Context: an optimization exercise on an open-source flow, tuned for small area. The choices shown serve that exercise and are no tape-out recipe. RTL that was checked went through simulation tests only; none was proved equivalent to the original. Power and IR drop assume default switching activity.

==> job 8987: inputs <==
Design jt51, start of the top module:
module jt51(
    input               rst,     
    input               clk,     
    (* direct_enable *) input cen,     
    (* direct_enable *) input cen_p1,  
    input               cs_n,    
    input               wr_n,    
    input               a0,
    input       [7:0]   din,  
    output      [7:0]   dout,  
    output              ct1,
    output              ct2,
    output              irq_n,   
    output              sample,  
    output  signed  [15:0] left,
    output  signed  [15:0] right,
    output  signed  [15:0] xleft,
    output  signed  [15:0] xright
);
wire [9:0]  value_A;
wire [7:0]  value_B;
wire        load_A, load_B;
wire        enable_irq_A, enable_irq_B;
wire        clr_flag_A, clr_flag_B;
wire        flag_A, flag_B, overflow_A;
wire        zero, half;
wire [4:0]  cycles;
jt51_timers u_timers(
    .clk        ( clk           ),
    .cen        ( cen_p1        ),
    .rst        ( rst           ),
    .zero       ( zero          ),
    .value_A    ( value_A       ),
    .value_B    ( value_B       ),
    .load_A     ( load_A        ),
    .load_B     ( load_B        ),
    .enable_irq_A( enable_irq_A ),
    .enable_irq_B( enable_irq_B ),
    .clr_flag_A ( clr_flag_A    ),
    .clr_flag_B ( clr_flag_B    ),
    .flag_A     ( flag_A        ),
    .flag_B     ( flag_B        ),
    .overflow_A ( overflow_A    ),
    .irq_n      ( irq_n         )
);
/*verilator tracing_on*/
wire    [1:0]   rl_I;
wire    [2:0]   fb_II;
wire    [2:0]   con_I;
wire    [6:0]   kc_I;
wire    [5:0]   kf_I;
wire    [2:0]   pms_I;
  ...
export LEC_CHECK = 0
export CAP_MARGIN = 20
export CORE_MARGIN = 2
export CORE_UTILIZATION = 40
export SLEW_MARGIN = 20
export SYNTH_MEMORY_MAX_BITS = 65536
create_clock -name core_clock -period 12.0 [get_ports {clk}]
run.sh (not shown) runs the stock make flow with config.mk's settings and CLKGATE_MAP_FILE= SYNTH_SCRIPT=/design/flow/synth_recipe.tcl, a recipe that flattens the netlist after the stock synthesis.
==> job 5826: changes against job 8987 <==
--- a/flow/design.v
+++ b/flow/design.v
@@ -1,25 +1,24 @@
-module jt51_sh #(parameter width=5, stages=32, rstval=1'b0 ) (
-    input                           rst,
+module jt51_sh #(parameter width=5, stages=32, rstval=1'b0, vdepth=stages ) (
     input                           clk,
     input                           cen,
+    input       [5:0]               fill,
     input       [width-1:0]         din,
     output      [width-1:0]         drop
 );
 reg [stages-1:0] bits[width-1:0];
+wire valid = fill[5] || ( fill[4:0] >= vdepth );
 genvar i;
 generate
     for (i=0; i < width; i=i+1) begin: bit_shifter
-        always @(posedge clk, posedge rst) begin
-            if(rst)
-                bits[i] <= {stages{rstval}};
-            else if(cen)
+        always @(posedge clk) begin
+            if(cen)
                 bits[i] <= {bits[i][stages-2:0], din[i]};
         end
-        assign drop[i] = bits[i][stages-1];
+        assign drop[i] = valid ? bits[i][stages-1] : rstval;
     end
 endgenerate
 endmodule
 module jt51_timers(
     input         rst,
     input         clk,
     input         cen,
@@ -1415,14 +1414,15 @@
     else
         kcex = carry ? {3'd7, 4'd14, 6'd63} : (skcex1[13] ? 13'd0 : skcex1[12:0]);
 end
 endmodule
 module jt51_pg(
     input               rst,
     input               clk,
+    input       [5:0]   fill,
     input               cen  ,
     input               zero,
     input       [6:0]   kc_I,
     input       [5:0]   kf_I,
     input       [3:0]   mul_VI,
     input       [2:0]   dt1_II,
     input       [1:0]   dt2_I,
@@ -1567,56 +1567,46 @@
 end
 always @(posedge clk) if(cen) begin
     if( mul_VI==4'd0 )
         phase_step_VII  <= { 1'b0, phase_base_VI[19:1] };
     else
         phase_step_VII  <= phase_base_VI * mul_VI;
 end
-always @(posedge clk, posedge rst) begin
-    if( rst )
-        ph_VIII <= 20'd0;
-    else if(cen) begin
-        ph_VIII <= pg_rst_VII ? 20'd0 : ph_VII + phase_step_VII;
-    end
+always @(posedge clk) if(cen) begin
+    ph_VIII <= pg_rst_VII ? 20'd0 : ph_VII + phase_step_VII;
 end
 reg [19:0] ph_IX;
-always @(posedge clk, posedge rst) begin
-    if( rst )
-        ph_IX <= 20'd0;
-    else if(cen) begin
-        ph_IX <= ph_VIII[19:0];
-    end
+always @(posedge clk) if(cen) begin
+    ph_IX <= ph_VIII[19:0];
 end
 reg [19:0] ph_X;
-assign pg_phase_X = ph_X[19:10];
-always @(posedge clk, posedge rst) begin
-    if( rst ) begin
-        ph_X  <= 20'd0;
-    end else if(cen) begin
-        ph_X  <= ph_IX;
-    end
+wire ph_X_ok = fill[5] || fill[4:0] >= 5'd3;
+assign pg_phase_X = ph_X_ok ? ph_X[19:10] : 10'd0;
+always @(posedge clk) if(cen) begin
+    ph_X  <= ph_IX;
 end
-jt51_sh #( .width(20), .stages(32-3) ) u_phsh(
-    .rst    ( rst       ),
+jt51_sh #( .width(20), .stages(32-3), .vdepth(32) ) u_phsh(
+    .fill   ( fill  ),
     .clk    ( clk       ),
     .cen    ( cen       ),
     .din    ( ph_X      ),
     .drop   ( ph_VII    )
 );
 jt51_sh #( .width(1), .stages(4) ) u_pgrstsh(
-    .rst    ( rst       ),
+    .fill   ( fill  ),
     .clk    ( clk       ),
     .cen    ( cen       ),
     .din    ( pg_rst_III),
     .drop   ( pg_rst_VII)
 );
 endmodule
 module jt51_eg(
     input               rst,
     input               clk,
+    input       [5:0]   fill,
     input               cen,
     input               zero,
     input       [4:0]   keycode_III,
     input       [4:0]   arate_II,
     input       [4:0]   rate1_II,
     input       [4:0]   rate2_II,
     input       [3:0]   rrate_II,
@@ -1855,69 +1845,69 @@
                   + { 2'b0, eg_VII       }  
                   + { 2'b0, am_final_VII };
 end
 always @(posedge clk) if(cen) begin
     eg_VIII <= |sum_eg_tl_VII[11:10] ? {10{1'b1}} : sum_eg_tl_VII[9:0];
 end
 jt51_sh #( .width(10), .stages(3) ) u_egpadding (
-    .rst    ( rst       ),
+    .fill   ( fill  ),
     .clk    ( clk       ),
     .cen    ( cen       ),
     .din    ( eg_VIII   ),
     .drop   ( eg_XI     )
 );
 jt51_sh #( .width(10), .stages(32-7+2), .rstval(1'b1) ) u_eg1sh(
-    .rst    ( rst       ),
+    .fill   ( fill  ),
     .clk    ( clk       ),
     .cen    ( cen       ),
     .din    ( eg_VII    ),
     .drop   ( eg_II     )
 );
 jt51_sh #( .width(10), .stages(4), .rstval(1'b1) ) u_eg2sh(
-    .rst    ( rst       ),
+    .fill   ( fill  ),
     .clk    ( clk       ),
     .cen    ( cen       ),
     .din    ( eg_II     ),
     .drop   ( eg_VI     )
 );
 jt51_sh #( .width(1), .stages(4) ) u_aroffsh(
-    .rst    ( rst       ),
+    .fill   ( fill  ),
     .clk    ( clk       ),
     .cen    ( cen       ),
     .din    ( ar_off_II ),
     .drop   ( ar_off_VI )
 );
 jt51_sh #( .width(1), .stages(32) ) u_konsh(
-    .rst    ( rst       ),
+    .fill   ( fill  ),
     .clk    ( clk       ),
     .din    ( keyon_II  ),
     .cen    ( cen       ),
     .drop   ( keyon_last_II )
 );
 jt51_sh #( .width(1), .stages(32) ) u_cntsh(
-    .rst    ( rst       ),
+    .fill   ( fill  ),
     .clk    ( clk       ),
     .cen    ( cen       ),
     .din    ( cnt_V[0]  ),
     .drop   ( cnt_out   )
 );
 jt51_sh #( .width(2), .stages(32-3+2), .rstval(1'b1) ) u_statesh(
-    .rst    ( rst       ),
+    .fill   ( fill  ),
     .clk    ( clk       ),
     .cen    ( cen       ),
     .din    ( state_in_III  ),
     .drop   ( state_II )
 );
 endmodule
 module jt51_phrom
 (
 	input [4:0] addr,
 	input clk,
 	input cen,
-	output reg [45:0] ph
+	output [45:0] ph
 );
 	reg [45:0] sinetable[31:0];
 	initial
 	begin
 	sinetable[5'd0 ] = 46'b0001100000100100010001000010101010101001010010;
 	sinetable[5'd1 ] = 46'b0001100000110100000100000010010001001101000001;
 	sinetable[5'd2 ] = 46'b0001100000110100000100110010001011001101100000;
@@ -1947,23 +1937,22 @@
 	sinetable[5'd26] = 46'b0111010010111010100101100101000000110100100011;
 	sinetable[5'd27] = 46'b1010000010011010101101011101100001110010011010;
 	sinetable[5'd28] = 46'b1010000010111111111100100111010100010000111001;
 	sinetable[5'd29] = 46'b1010010111110100110010001100111001010110100000;
 	sinetable[5'd30] = 46'b1011010111010011111011011110000100110010100001;
 	sinetable[5'd31] = 46'b1110011011110001111011100111100001110110100111;
 	end
-	always @ (posedge clk) if(cen)
-		ph <= sinetable[addr];
+assign ph = sinetable[addr];
 endmodule
 module jt51_exprom
 (
     input [4:0]         addr,
     input               clk,
     input               cen,
-    output reg [44:0]   exp
+    output [44:0] exp
 );
     reg [44:0] explut[31:0];
     initial
     begin
     explut[0] = 45'b111110101011010110001011010000010010111011011;
     explut[1] = 45'b111101010011010101000011001100101110110101011;
     explut[2] = 45'b111011111011010011110111001000110010101110011;
@@ -1993,21 +1982,20 @@
     explut[26] = 45'b011101001010111010000001110001110000011100011;
     explut[27] = 45'b011100000010111001000001101110010000010110011;
     explut[28] = 45'b011010110010111000000001101011001100010001011;
     explut[29] = 45'b011001101010110111000001100111101100001011011;
     explut[30] = 45'b011000100000110110000001100100010000000110010;
     explut[31] = 45'b010111010010110101000001100001001100000000011;
     end
-    always @ (posedge clk) if(cen) begin
-        exp <= explut[addr];
-    end
+assign exp = explut[addr];
 endmodule
 module jt51_op(
     input               rst,
     input               clk,
+    input       [5:0]   fill,
     input               cen,             
     input       [9:0]   pg_phase_X,
     input       [2:0]   con_I,
     input       [2:0]   fb_II,
     input       [9:0]   eg_atten_XI,
     input               use_prevprev1,
     input               use_internal_x,
@@ -2017,29 +2005,29 @@
     input               test_214,
     input               m1_enters,
     input               c1_enters,
     output signed   [13:0]  op_XVII
 );
 wire signed [13:0] prev1, prevprev1, prev2;
 jt51_sh #( .width(14), .stages(8)) prev1_buffer(
-    .rst    ( rst   ),
+    .fill   ( fill  ),
     .clk    ( clk   ),
     .cen    ( cen   ),
     .din    ( c1_enters ? op_XVII : prev1 ),
     .drop   ( prev1 )
 );
 jt51_sh #( .width(14), .stages(8)) prevprev1_buffer(
-    .rst    ( rst   ),
+    .fill   ( fill  ),
     .clk    ( clk   ),
     .cen    ( cen   ),
     .din    ( c1_enters ? prev1 : prevprev1 ),
     .drop   ( prevprev1 )
 );
 jt51_sh #( .width(14), .stages(8)) prev2_buffer(
-    .rst    ( rst   ),
+    .fill   ( fill  ),
     .clk    ( clk   ),
     .cen    ( cen   ),
     .din    ( m1_enters ? op_XVII : prev2 ),
     .drop   ( prev2 )
 );
 reg [13:0]  x,  y;
 reg [14:0]  xs, ys, pm_preshift_II;
@@ -2072,15 +2060,15 @@
             3'd5: phasemod_II = pm_preshift_II[14:5];
             3'd6: phasemod_II = pm_preshift_II[13:4];
             3'd7: phasemod_II = pm_preshift_II[12:3];
             default: phasemod_II = 10'dx;
         endcase
 end
 jt51_sh #( .width(10), .stages(8)) phasemod_sh(
-    .rst    ( rst           ),
+    .fill   ( fill  ),
     .clk    ( clk           ),
     .cen    ( cen           ),
     .din    ( phasemod_II   ),
     .drop   ( phasemod_X    )
 );
 reg [ 9:0]  phase;
 reg [ 7:0]  phaselo_XI, aux_X;
@@ -2093,15 +2081,15 @@
 always @(posedge clk) if(cen) begin    
     phaselo_XI <= aux_X;
 end
 wire [45:0] sta_XI;
 jt51_phrom u_phrom(
     .clk    ( clk       ),
     .cen    ( cen       ),
-    .addr   ( aux_X[5:1]),
+    .addr   ( phaselo_XI[5:1]),
     .ph     ( sta_XI    )
 );
 reg [18:0]  stb;
 reg [10:0]  stf, stg;
 reg [11:0]  logsin;
 reg [10:0]  subtresult;
 reg [11:0]  atten_internal_XI;
@@ -2135,15 +2123,15 @@
 reg  [11:0] totalatten_XII;
 reg  [12:0] etb;
 reg  [ 9:0] etf;
 reg  [ 2:0] etg;
 jt51_exprom u_exprom(
     .clk    ( clk           ),
     .cen    ( cen           ),
-    .addr   ( atten_internal_XI[5:1] ),
+    .addr   ( totalatten_XII[5:1] ),
     .exp    ( exp_XII       )
 );
 always @(posedge clk) if(cen) begin
     totalatten_XII <= atten_internal_XI;
 end
 always @(*) begin    
     case( totalatten_XII[7:6] )
@@ -2189,22 +2177,22 @@
 end
 reg signed [13:0] op_XIII;
 wire signbit_XIII;
 always @(*) begin
     op_XIII = ({ test_214, shifter_3 } ^ {14{signbit_XIII}}) + {13'd0, signbit_XIII};               
 end
 jt51_sh #( .width(14), .stages(4)) out_padding(
-    .rst    ( rst       ),
+    .fill   ( fill  ),
     .clk    ( clk       ),
     .cen    ( cen       ),
     .din    ( op_XIII   ),  
     .drop   ( op_XVII   )
 );
 jt51_sh #( .width(1), .stages(3)) shsignbit(
-    .rst    ( rst       ),
+    .fill   ( fill  ),
     .clk    ( clk       ),
     .cen    ( cen       ),
     .din    ( signbit_X ),
     .drop   ( signbit_XIII  )
 );
 endmodule
 module jt51_noise_lfsr #(parameter init=14220 )(
@@ -2365,14 +2353,15 @@
       end
   endcase
 end
 endmodule
 module jt51_acc(
     input                   rst,
     input                   clk,
+    input       [5:0]   fill,
     input                   cen,
     input                   m1_enters,
     input                   m2_enters,
     input                   c1_enters,
     input                   c2_enters,
     input                   op31_acc,
     input           [1:0]   rl_I,
@@ -2454,15 +2443,15 @@
                 opsum = opsum10[16] ? 16'h8000 : 16'h7fff;
             end
         else
             opsum = total;
     end
 end
 jt51_sh #(.width(16),.stages(8)) u_acc(
-    .rst    ( rst       ),
+    .fill   ( fill  ),
     .clk    ( clk       ),
     .cen    ( cen       ),
     .din    ( opsum     ),
     .drop   ( total     )
 );
 wire signed [9:0] left_man, right_man;
 wire [2:0] left_exp, right_exp;
@@ -2484,14 +2473,15 @@
   .lin( xright    ),
   .man( right_man ),
   .exp( right_exp ) );
 endmodule
 module jt51_kon(
     input           rst,
     input           clk,
+    input       [5:0]   fill,
     input           cen,
     input   [3:0]   keyon_op,
     input   [2:0]   keyon_ch,
     input   [1:0]   cur_op,
     input   [2:0]   cur_ch,
     input           up_keyon,
     input           csm,
@@ -2509,15 +2499,15 @@
         2'd1: cur_op_hot = 4'b0100;  
         2'd2: cur_op_hot = 4'b0010;  
         2'd3: cur_op_hot = 4'b1000;  
     endcase
     din = keyon_ch==cur_ch && up_keyon ? |(keyon_op&cur_op_hot) : drop;
 end
 jt51_sh #(.width(1),.stages(32)) u_konch(
-    .rst    ( rst       ),
+    .fill   ( fill  ),
     .clk    ( clk       ),
     .cen    ( cen       ),
     .din    ( din       ),
     .drop   ( drop      )
 );
 endmodule
 module jt51_mod(
@@ -2555,14 +2545,15 @@
         (c1_enters&(|{alg_hot[6:3],alg_hot[0]}) )|
         (c2_enters&(|{alg_hot[5],alg_hot[2]}));
 end
 endmodule
 module jt51_csr_op(
     input               rst,
     input               clk,
+    input       [5:0]   fill,
     input               cen,
     input        [ 7:0] din,
     input               up_dt1_op,  
     input               up_mul_op,  
     input               up_tl_op,   
     input               up_ks_op,   
     input               up_amsen_op,
@@ -2609,31 +2600,32 @@
         up_tl_op    ? tl_in     : tl,            
         up_rr_op    ? rr_in     : rrate    };    
 wire [30:0] reg0_out;
 wire [10:0] reg1_out;
 assign { dt1, mul, ks, amsen, dt2, d1l, arate, rate1, rate2, tl, rrate  } 
     = {reg0_out, reg1_out};
 jt51_sh #( .width(31), .stages(32)) u_reg0op(
-    .rst    ( rst      ),
+    .fill   ( fill  ),
     .clk    ( clk      ),
     .cen    ( cen      ),
     .din    ( reg0_in  ),
     .drop   ( reg0_out )
 );
 jt51_sh #( .width(11), .stages(32), .rstval(1'b1)) u_reg1op(
-    .rst    ( rst      ),
+    .fill   ( fill  ),
     .clk    ( clk      ),
     .cen    ( cen      ),
     .din    ( reg1_in  ),
     .drop   ( reg1_out )
 );
 endmodule
 module jt51_csr_ch(
     input         rst,
     input         clk,
+    input       [5:0]   fill,
     input         cen,
     input  [ 7:0] din,
     input         up_rl_ch,  
     input         up_fb_ch,  
     input         up_con_ch, 
     input         up_kc_ch,  
     input         up_kf_ch,  
@@ -2661,15 +2653,15 @@
         up_kc_ch    ? kc_in     : kc,
         up_kf_ch    ? kf_in     : kf,
         up_ams_ch   ? ams_in    : ams,
         up_pms_ch   ? pms_in    : pms   };
 wire [25:0] reg_out;
 assign { rl, fb, con, kc, kf, ams, pms  } = reg_out;
 jt51_sh #( .width(26), .stages(8)) u_regop(
-    .rst    ( rst     ),
+    .fill   ( fill  ),
     .clk    ( clk     ),
     .cen    ( cen     ),
     .din    ( reg_in  ),
     .drop   ( reg_out )
 );
 endmodule
 module jt51_reg(
@@ -2721,26 +2713,29 @@
     output          use_prevprev1,
     output          use_internal_x,
     output          use_internal_y,
     output          use_prev2,
     output          use_prev1,
     output  [1:0]   cur_op,
     output  reg     op31_no,
-    output  reg     op31_acc
+    output  reg     op31_acc,
+    output  [5:0]   fill
 );
 reg     kon, koff;
 reg [1:0] csm_state;
 reg [4:0] csm_cnt;
 always @(*) begin
     m1_enters = cur_op == 2'b00;
     m2_enters = cur_op == 2'b01;
     c1_enters = cur_op == 2'b10;
     c2_enters = cur_op == 2'b11;
 end
 reg [4:0]   cur;
+reg         wrapped;     
+assign fill = { wrapped, cur };
 always @(posedge clk) if(cen) begin
     op31_no  <= cur == 5'o10;
     op31_acc <= cur == 5'o16;
 end
 assign cur_op = cur[4:3];
 assign cycles = cur;
 wire [4:0] req_I   = { op, ch };
@@ -2773,27 +2768,30 @@
 wire up_d1r_op  = up_amsen  & update_op_II;  
 wire up_d2r_op  = up_dt2    & update_op_II;  
 wire up_rr_op   = up_d1l    & update_op_II;  
 wire [4:0] next = cur+5'd1;
 always @(posedge clk, posedge rst) begin : up_counter
     if( rst ) begin
         cur     <= 5'h0;
+        wrapped <= 1'b0;
         zero    <= 1'b0;
         half    <= 1'b0;
     end
     else if(cen) begin
         cur     <= next;
+        if( &cur ) wrapped <= 1'b1;
         zero    <= next== 5'd0;
         half    <= next[3:0] == 4'd0;
     end
 end
 wire [2:0] cur_ch =  cur[2:0];
 wire [3:0] keyon_op = din[6:3];
 wire [2:0] keyon_ch = din[2:0];
 jt51_kon u_kon (
+    .fill       (  fill         ),
     .rst       (rst       ),
     .clk       (clk       ),
     .cen       (cen       ),
     .keyon_op  (keyon_op  ),
     .keyon_ch  (keyon_ch  ),
     .cur_op    (cur_op    ),
     .cur_ch    (cur_ch    ),
@@ -2811,14 +2809,15 @@
     .use_prevprev1 ( use_prevprev1  ),
     .use_internal_x( use_internal_x ),
     .use_internal_y( use_internal_y ),
     .use_prev2   ( use_prev2      ),
     .use_prev1   ( use_prev1      )
 );
 jt51_csr_op u_csr_op(
+    .fill       (  fill         ),
     .rst            (  rst          ),
     .clk            (  clk          ),
     .cen            (  cen          ),   
     .din            (  din          ),
     .up_dt1_op      (  up_dt1_op    ),
     .up_mul_op      (  up_mul_op    ),
     .up_tl_op       (  up_tl_op     ),
@@ -2839,14 +2838,15 @@
     .d1l            (  d1l_I        ),
     .arate          (  arate_II     ),
     .rate1          (  rate1_II     ),
     .rate2          (  rate2_II     ),
     .rrate          (  rrate_II     )
 );
 jt51_csr_ch u_csr_ch(
+    .fill       (  fill         ),
     .rst        (  rst          ),
     .clk        (  clk          ),
     .cen        (  cen          ),
     .din        (  din          ),
     .up_rl_ch   (  up_rl_ch     ),
     .up_fb_ch   (  up_fb_ch     ),
     .up_con_ch  (  up_con_ch    ),
@@ -2919,15 +2919,16 @@
     output          m2_enters,
     output          c1_enters,
     output          c2_enters,
     output          use_prevprev1,
     output          use_internal_x,
     output          use_internal_y,
     output          use_prev2,
-    output          use_prev1
+    output          use_prev1,
+    output  [5:0]   fill
 );
 reg [7:0] selected_register, din_copy ;
 reg       up_rl,  up_kc,  up_kf,  up_pms,
           up_dt1, up_tl,  up_ks,  up_dt2,
           up_d1l, up_keyon,   up_amsen;
 reg [1:0] up_op;
 reg [2:0] up_ch;
@@ -3108,15 +3109,16 @@
     .m2_enters  ( m2_enters ),
     .c1_enters  ( c1_enters ),
     .c2_enters  ( c2_enters ),
     .use_prevprev1  ( use_prevprev1     ),
     .use_internal_x ( use_internal_x    ),
     .use_internal_y ( use_internal_y    ),
     .use_prev2      ( use_prev2         ),
-    .use_prev1      ( use_prev1         )
+    .use_prev1      ( use_prev1         ),
+    .fill           ( fill              )
 );
 endmodule
 module jt51(
     input               rst,     
     input               clk,     
     (* direct_enable *) input cen,     
     (* direct_enable *) input cen_p1,  
@@ -3138,14 +3140,15 @@
 wire [7:0]  value_B;
 wire        load_A, load_B;
 wire        enable_irq_A, enable_irq_B;
 wire        clr_flag_A, clr_flag_B;
 wire        flag_A, flag_B, overflow_A;
 wire        zero, half;
 wire [4:0]  cycles;
+wire [5:0]  fill;
 jt51_timers u_timers(
     .clk        ( clk           ),
     .cen        ( cen_p1        ),
     .rst        ( rst           ),
     .zero       ( zero          ),
     .value_A    ( value_A       ),
     .value_B    ( value_B       ),
@@ -3209,14 +3212,15 @@
     .pm         ( pm        )
 );
 wire    [ 4:0]  keycode_III;
 wire    [ 9:0]  ph_X;
 wire            pg_rst_III;
 /*verilator tracing_on*/
 jt51_pg u_pg(
+    .fill       ( fill      ),
     .rst        ( rst       ),
     .clk        ( clk       ),               
     .cen        ( cen_p1    ),
     .zero       ( zero      ),
     .kc_I       ( kc_I      ),
     .kf_I       ( kf_I      ),
     .mul_VI     ( mul_VI    ),
@@ -3226,14 +3230,15 @@
     .pm         ( pm        ),
     .pg_rst_III ( pg_rst_III    ),
     .keycode_III( keycode_III   ),
     .pg_phase_X ( ph_X          )
 );
 wire [9:0]  eg_XI;
 jt51_eg u_eg(
+    .fill       ( fill      ),
     .rst        ( rst       ),
     .clk        ( clk       ),
     .cen        ( cen_p1    ),
     .zero       ( zero      ),
     .keycode_III(keycode_III),   
     .arate_II   ( arate_II  ),
     .rate1_II   ( rate1_II  ),
@@ -3248,14 +3253,15 @@
     .ams_VII    ( ams_VII   ),
     .amsen_VII  ( amsen_VII ),
     .eg_XI      ( eg_XI )
 );
 /*verilator tracing_off*/
 wire signed [13:0] op_out;
 jt51_op u_op(
+    .fill       ( fill      ),
     .rst            ( rst               ),
     .clk            ( clk               ),
     .cen            ( cen_p1            ),
     .pg_phase_X     ( ph_X              ),
     .con_I          ( con_I             ),
     .fb_II          ( fb_II             ),
     .eg_atten_XI    ( eg_XI             ),
@@ -3280,14 +3286,15 @@
     .nfrq   ( nfrq      ),
     .eg     ( eg_XI     ),
     .op31_no( op31_no   ),
     .out    ( noise     ),
     .mix    ( noise_mix )
 );
 jt51_acc u_acc(
+    .fill       ( fill      ),
     .rst        ( rst           ),
     .clk        ( clk           ),
     .cen        ( cen_p1        ),
     .m1_enters  ( m1_enters     ),
     .m2_enters  ( m2_enters     ),
     .c1_enters  ( c1_enters     ),
     .c2_enters  ( c2_enters     ),
@@ -3362,10 +3369,11 @@
     .m2_enters  ( m2_enters     ),
     .c1_enters  ( c1_enters     ),
     .c2_enters  ( c2_enters     ),
     .use_prevprev1  ( use_prevprev1     ),
     .use_internal_x ( use_internal_x    ),
     .use_internal_y ( use_internal_y    ),
     .use_prev2      ( use_prev2         ),
-    .use_prev1      ( use_prev1         )
+    .use_prev1      ( use_prev1         ),
+    .fill           ( fill              )
 );
 endmodule
CORE_UTILIZATION = 55   (was 40)
CTS_BUF_LIST = sky130_fd_sc_hd__clkbuf_8   (was not set)
==> qor summary <==
Outcome: job 8987 timing/DRC/antenna clean; job 5826 timing/DRC/antenna clean
Register area: job 8987 0.102 mm²; job 5826 0.117 mm²
Arithmetic-cell share of the synthesized area counting full adders, half adders and majority gates: job 8987 3.07%; job 5826 3.52%
Wire length the detailed router placed on met1: job 8987 167 mm; job 5826 147 mm
Peak per-stage delay on the critical path: job 8987 0.79 ns; job 5826 0.68 ns
Portion of netlist area occupied by mux cells: job 8987 22.5%; job 5826 2.42%
FF-to-FF path depth: job 8987 39; job 5826 36
Total area of multi-input combinational cells: job 8987 0.0717 mm²; job 5826 0.0357 mm²
Total placed instance area: job 8987 0.184 mm²; job 5826 0.160 mm²
Cell area power density: job 8987 285 mW/mm²; job 5826 202 mW/mm²
Number of buffers added by the clock tree synthesis step: job 8987 404; job 5826 632
Worst-path cell with the longest stage delay: job 8987 sky130_fd_sc_hd__dfrtp_1; job 5826 sky130_fd_sc_hd__dfrtp_4
Layout clock area frac: job 8987 6.95%; job 5826 7.00%
Sequential cell power: job 8987 22.9 mW; job 5826 17.6 mW
Crit Reg-Reg Endpoint: job 8987 u_pg.keycode_II[10]; job 5826 u_pg.keycode_II[13]
For job 8987, only the layout was checked, not whether the RTL still works.

==> re-timing with driven ports <==
In the flow no input, the clock included, has a driving cell. The finished layouts below were timed again as built, in two steps.
Step 1, drivers: a clkbuf_16 drives clk and a buf_2 each remaining input, both assumed.
Step 2 moves the port delays by t, midway between the first and last clock arrival at a register: inputs arrive t later, outputs are due t later. That takes back most of the time a late clock gives input paths.
a / b / c = no drivers / after step 1 / after step 2; a / b = the first two.
run	shift t [ns]	setup slack, ns	latest minus earliest clock arrival (ns)	worst register clock-pin slew, ns	cell pins on the clock port's net
job 8987	1.067	2.544 / 2.544 / 2.544	0.074 / 0.074	0.08 / 0.08	1
job 5826	1.227	1.729 / 1.729 / 1.729	0.108 / 0.108	0.07 / 0.07	1
After both steps every run listed still meets setup and hold.
